Source: an optimization exercise on an open RTL-to-GDS flow (aim: small area). Production flows keep margins and buffers that such runs may drop.
The RTL was checked by simulation tests, not by an equivalence proof against the original design.

==> inputs of v3 <==
==> flow/design.v (excerpt) <==
module TRexTop(
    input  wire       clk,
    input  wire       btnR,
    input  wire       duckButton,
    input  wire       jumpButton,
    input  wire       restart,
    output wire       Hsync,
    output wire       Vsync,
    output wire [2:0] vgaRed,
    output wire [2:0] vgaGreen,
    output wire [1:0] vgaBlue,
    output wire       led,
    output wire       run,
    output wire       dead);
clock: 40.0 ns
lec_check: 0
cap_margin: 10
core_margin: 2
core_utilization: 60
cts_buf_list: sky130_fd_sc_hd__clkbuf_8
gpl_timing_driven: 0
slew_margin: 10
standard.sh (not shown) runs the stock make flow with config.mk's settings and CLKGATE_MAP_FILE= SYNTH_SCRIPT=/design/flow/synth_recipe.tcl, a recipe that flattens the netlist after the stock synthesis.
==> flow/flow/run.sh <==
#!/bin/bash
# Own layout flow: the standard ORFS flow, with one change in synthesis:
# the combinational logic is mapped by ABC with an area-oriented script
# (flow/abc.script: &deepsyn, then repeated choice computation and area-
# recovering mapping) instead of ORFS's delay-oriented abc_speed script.
# Everything else (the yosys passes, flip-flop mapping, flattening and
# renaming, floorplan, placement, CTS, routing) is the standard flow.
set -euo pipefail
W=$(pwd)
LOG=$W/own_flow.log
{
  echo "own flow: $(date)"
  # ORFS's synth.tcl with the ABC script argument replaced
  python3 - "$FLOW_HOME/scripts/synth.tcl" "$W/own_synth_orfs.tcl" <<'PY'
import sys
s = open(sys.argv[1]).read()
old = "  log_cmd abc {*}$abc_args\n"
assert s.count(old) == 1, "synth.tcl abc call not found"
new = ("  set abc_args [lreplace $abc_args 1 1 $::env(OWN_ABC_SCRIPT)]\n"
       "  log_cmd abc {*}$abc_args\n")
open(sys.argv[2], "w").write(s.replace(old, new))
PY
  # The standard flow's synthesis script, sourcing the patched synth.tcl
  grep -q 'source $::env(SCRIPTS_DIR)/synth.tcl' synth_recipe.tcl
  sed 's#source $::env(SCRIPTS_DIR)/synth.tcl#source '"$W"'/own_synth_orfs.tcl#' synth_recipe.tcl > own_synth.tcl
  # The standard layout command, with our synthesis script
  grep -q 'SYNTH_SCRIPT=' standard.sh
  sed 's#SYNTH_SCRIPT=[^ ]*#SYNTH_SCRIPT='"$W"'/own_synth.tcl#' standard.sh > own_standard.sh
  cat own_synth.tcl own_standard.sh
} > "$LOG" 2>&1
export OWN_ABC_SCRIPT=$W/flow/abc.script
bash own_standard.sh finish > "$W/own_make.log" 2>&1
echo "own flow done: $(date)" >> "$LOG"
==> flow/flow/abc.script <==
strash
&get -n
&deepsyn -T 300
&put
strash
&get -n
&fraig -x
&put
scorr
dc2
dretime
strash
&get -n
&dch -f
&nf -R 1000 -p
&put
strash
dc2
&get -n
&dch -f
&nf -R 1000 -p
&put
strash
dc2
&get -n
&dch -f
&nf -R 1000 -p
&put
strash
dc2
&get -n
&dch -f
&nf -R 1000 -p
&put
==> v23: changes against v3 <==
--- a/flow/design.v
+++ b/flow/design.v
@@ -766,15 +766,15 @@
                end else n2 <= n2 + 4'd1;
             end else n3 <= n3 + 4'd1;
          end else n4 <= n4 + 4'd1;
       end
    end
-   wire [9:0] du = hc - 10'd645;
    wire r1 = (hc >= 10'd675), r2 = (hc >= 10'd705), r3 = (hc >= 10'd735);
-   wire [6:0] dcg = du[6:0] - (r3 ? 7'd90 : r2 ? 7'd60 : r1 ? 7'd30 : 7'd0);
+   wire [1:0] di = r3 ? 2'd3 : r2 ? 2'd2 : r1 ? 2'd1 : 2'd0;
+   wire [4:0] dcg = hc[4:0] + 5'd27 + {3'b000, di, 1'b0};
    wire [3:0] dsel = r3 ? n4 : r2 ? n3 : r1 ? n2 : n1;
-   wire dval = (hc >= 10'd645) & (hc <= 10'd754) & (dcg <= 7'd19) & (vc >= 10'd62) & (vc <= 10'd82);
+   wire dval = (hc >= 10'd645) & (hc <= 10'd754) & (dcg <= 5'd19) & (vc >= 10'd62) & (vc <= 10'd82);
    wire num_g0;
    DigitSprite num(.d(dsel), .cg(dcg[4:0]), .vc(vc), .g(num_g0));
    wire num_g = dval & num_g0;
    wire inScreen = (hc >= 10'd145) & (hc <= 10'd784) & (vc >= 10'd32) & (vc <= 10'd511);
    wire grey  = dino_g | obs_g | gnd_g | num_g;
==> flow/flow/run.sh (replaced) <==
#!/bin/bash
# Own layout flow: the standard ORFS flow, with two changes in synthesis:
# adders are not extracted into half/full adder cells but left to ABC, and
# instead of one ABC run with ORFS's delay-oriented abc_speed script, the
# combinational logic is mapped by four ABC runs in parallel, each with the
# area-oriented flow/abc.script (&deepsyn with its own seed, then repeated
# choice computation and area-recovering mapping), and the smallest result is
# kept (flow/own_abc.tcl). Everything else (the yosys passes before and after
# ABC, flip-flop mapping, flattening and renaming, floorplan, placement, CTS,
# routing) is the standard flow.
set -euo pipefail
W=$(pwd)
LOG=$W/own_flow.log
{
  echo "own flow: $(date)"
  # ORFS's synth.tcl with the ABC call replaced by own_abc
  python3 - "$FLOW_HOME/scripts/synth.tcl" "$W/own_synth_orfs.tcl" <<'PY'
import sys
s = open(sys.argv[1]).read()
old = "  log_cmd abc {*}$abc_args\n"
assert s.count(old) == 1, "synth.tcl abc call not found"
new = ("  set abc_args [lreplace $abc_args 1 1 $::env(OWN_ABC_SCRIPT)]\n"
       "  source $::env(OWN_ABC_TCL)\n"
       "  own_abc $abc_args\n")
s = s.replace(old, new)
# no separate half/full adder cells: the adders go to ABC with the rest
a = s.index("# Technology mapping of adders")
b = s.index("# Technology mapping of latches")
s = s[:a] + "# (adder extraction left out: adders are mapped by ABC)\n\n" + s[b:]
open(sys.argv[2], "w").write(s)
PY
  # The standard flow's synthesis script, sourcing the patched synth.tcl
  grep -q 'source $::env(SCRIPTS_DIR)/synth.tcl' synth_recipe.tcl
  sed 's#source $::env(SCRIPTS_DIR)/synth.tcl#source '"$W"'/own_synth_orfs.tcl#' synth_recipe.tcl > own_synth.tcl
  # The standard layout command, with our synthesis script
  grep -q 'SYNTH_SCRIPT=' standard.sh
  sed 's#SYNTH_SCRIPT=[^ ]*#SYNTH_SCRIPT='"$W"'/own_synth.tcl#' standard.sh > own_standard.sh
  cat own_synth.tcl own_standard.sh
} > "$LOG" 2>&1
export OWN_WORK=$W
export OWN_ABC_N=4
export OWN_ABC_TCL=$W/flow/own_abc.tcl
export OWN_ABC_SCRIPT=$W/flow/abc.script
bash own_standard.sh finish > "$W/own_make.log" 2>&1
grep -h "own_abc" orfs/logs/*/*/*/1_2_yosys.log >> "$LOG" 2>&1 || true
echo "own flow done: $(date)" >> "$LOG"
--- a/flow/flow/abc.script
+++ b/flow/flow/abc.script
@@ -1,8 +1,8 @@
 strash
 &get -n
-&deepsyn -T 300
+&deepsyn -T 900
 &put
 strash
 &get -n
 &fraig -x
 &put
==> flow/flow/own_abc.tcl (new file) <==
# own_abc: runs ABC on the design several times in parallel, each with its own
# &deepsyn seed, and keeps the smallest result.
proc own_abc {abc_args} {
  set d $::env(OWN_WORK)/abc_par
  file mkdir $d
  yosys write_rtlil $d/pre.il
  set n $::env(OWN_ABC_N)
  set rest [lrange $abc_args 2 end]
  set f [open $::env(OWN_ABC_SCRIPT) r]; set s [read $f]; close $f
  for {set i 1} {$i <= $n} {incr i} {
    set g [open $d/abc_$i.script w]
    puts -nonewline $g [string map [list "&deepsyn" "&deepsyn -S $i"] $s]
    close $g
    set g [open $d/run_$i.ys w]
    puts $g "read_rtlil $d/pre.il"
    puts $g "abc -script $d/abc_$i.script $rest"
    puts $g "tee -o $d/stat_$i.txt stat $::lib_args"
    puts $g "write_rtlil $d/post_$i.il"
    close $g
  }
  set sh "for i in \$(seq 1 $n); do yosys -s $d/run_\$i.ys > $d/log_\$i.txt 2>&1 & done; wait"
  exec sh -c $sh
  set best 0
  set bestarea 0
  for {set i 1} {$i <= $n} {incr i} {
    if {![file exists $d/post_$i.il] || ![file exists $d/stat_$i.txt]} { continue }
    set g [open $d/stat_$i.txt r]; set t [read $g]; close $g
    if {[regexp {Chip area for (?:top )?module '[^']*': ([0-9.]+)} $t -> a]} {
      puts "own_abc: run $i area $a"
      if {$best == 0 || $a < $bestarea} { set best $i; set bestarea $a }
    }
  }
  if {$best == 0} { error "own_abc: no ABC run finished" }
  puts "own_abc: keeping run $best (area $bestarea)"
  yosys design -reset
  yosys read_rtlil $d/post_$best.il
}
==> flow_metrics.tcl <==
set metrics [dict create \
    status "no timing/DRC/antenna violations" \
    dr.pass1.iters 8 \
    met1_length_um 12700 \
    yosys-top-cells-area "dfxtp_1 19%, ha_1 9.0%, a21oi_1 7.2%, nor2_1 7.1%, nand2_1 5.7%" \
    crit_fanout 41 \
    hold_end "m3[0]" \
    path_cells "buf_2, buf_12, nand2b_1, nor3_1, a21oi_1, a2111oi_0, a21oi_1, nor2_1, o32ai_1, o311a_1, a21oi_1, nor4_1, nand3b_1, nand3_1, nand3_1, a31oi_1, o31ai_1, nor4_1, o31ai_1, nor2_1, nor3_1, a2111oi_0" \
    use_met2_pct 59.4 \
    core_region_area_um2 15300 \
    leakagePower_nw 3.51 \
    drive_above_1_share_pct 2.21 \
    finalWorstSetupSlack_ns 25.91 \
    grt_max_degree 42 \
]
# the run above: v3

==> flow_metrics.tcl <==
set metrics [dict create \
    hold_end "ds1" \
    drive_above_1_share_pct 2.71 \
    yosys-top-cells-area "dfxtp_1 23%, a21oi_1 8.4%, nor2_1 7.8%, nand2_1 6.8%, o21ai_0 6.0%" \
    finalWorstSetupSlack_ns 28.43 \
    grt_max_degree 41 \
    yosysMostFrequentCell "nor2_1" \
    status "no timing/DRC/antenna violations" \
    leakagePower_nw 3.01 \
    met1_length_um 10900 \
    crit_fanout 18 \
    path_cells "buf_2, a21o_1, nand2_1, a21oi_1, o31ai_1, o21ai_0, nand3_1, o21bai_1, a22oi_1, a311oi_1, a31oi_1, a21oi_1, nand2_1, and3_1, nor3_1, o21ai_0, nor3_1, o221ai_1, o211ai_1, and3_1" \
    use_met2_pct 57.4 \
    dr.pass1.iters 9 \
    core_region_area_um2 13200 \
]
# the run above: v23

==> separate check: timing with driven ports <==
Ports are ideal in the flow. The routed layouts listed here were re-timed in OpenROAD. Step 1 assumes that a clkbuf_16 drives the clock port and a buf_2 every other input. Step 2 adds t to the input delays and takes it off the output delays; t is the mean of the earliest and latest rising clock arrival at the registers after step 1. Input paths then give back, and output paths get back, about the clock's delay inside the block. Three values: ideal ports, drivers, drivers and shift; two values: the first two.
| run | shift t [ns] | slack for setup (ns) | latest minus earliest clock arrival (ns) | slew at the worst register clock pin (ns) | cell pins on the clock port's net |
|---|---|---|---|---|---|
| v3 | 0.429 | 25.914 / 25.938 / 25.509 | 0.017 / 0.016 | 0.11 / 0.11 | 1 |
| v23 | 0.440 | 28.433 / 28.453 / 28.013 | 0.026 / 0.026 | 0.12 / 0.12 | 1 |
After both steps setup and hold are still met in every run listed. For v23, which loses most, drivers alone change the setup slack by +0.020 ns; drivers and shift together by -0.420 ns.
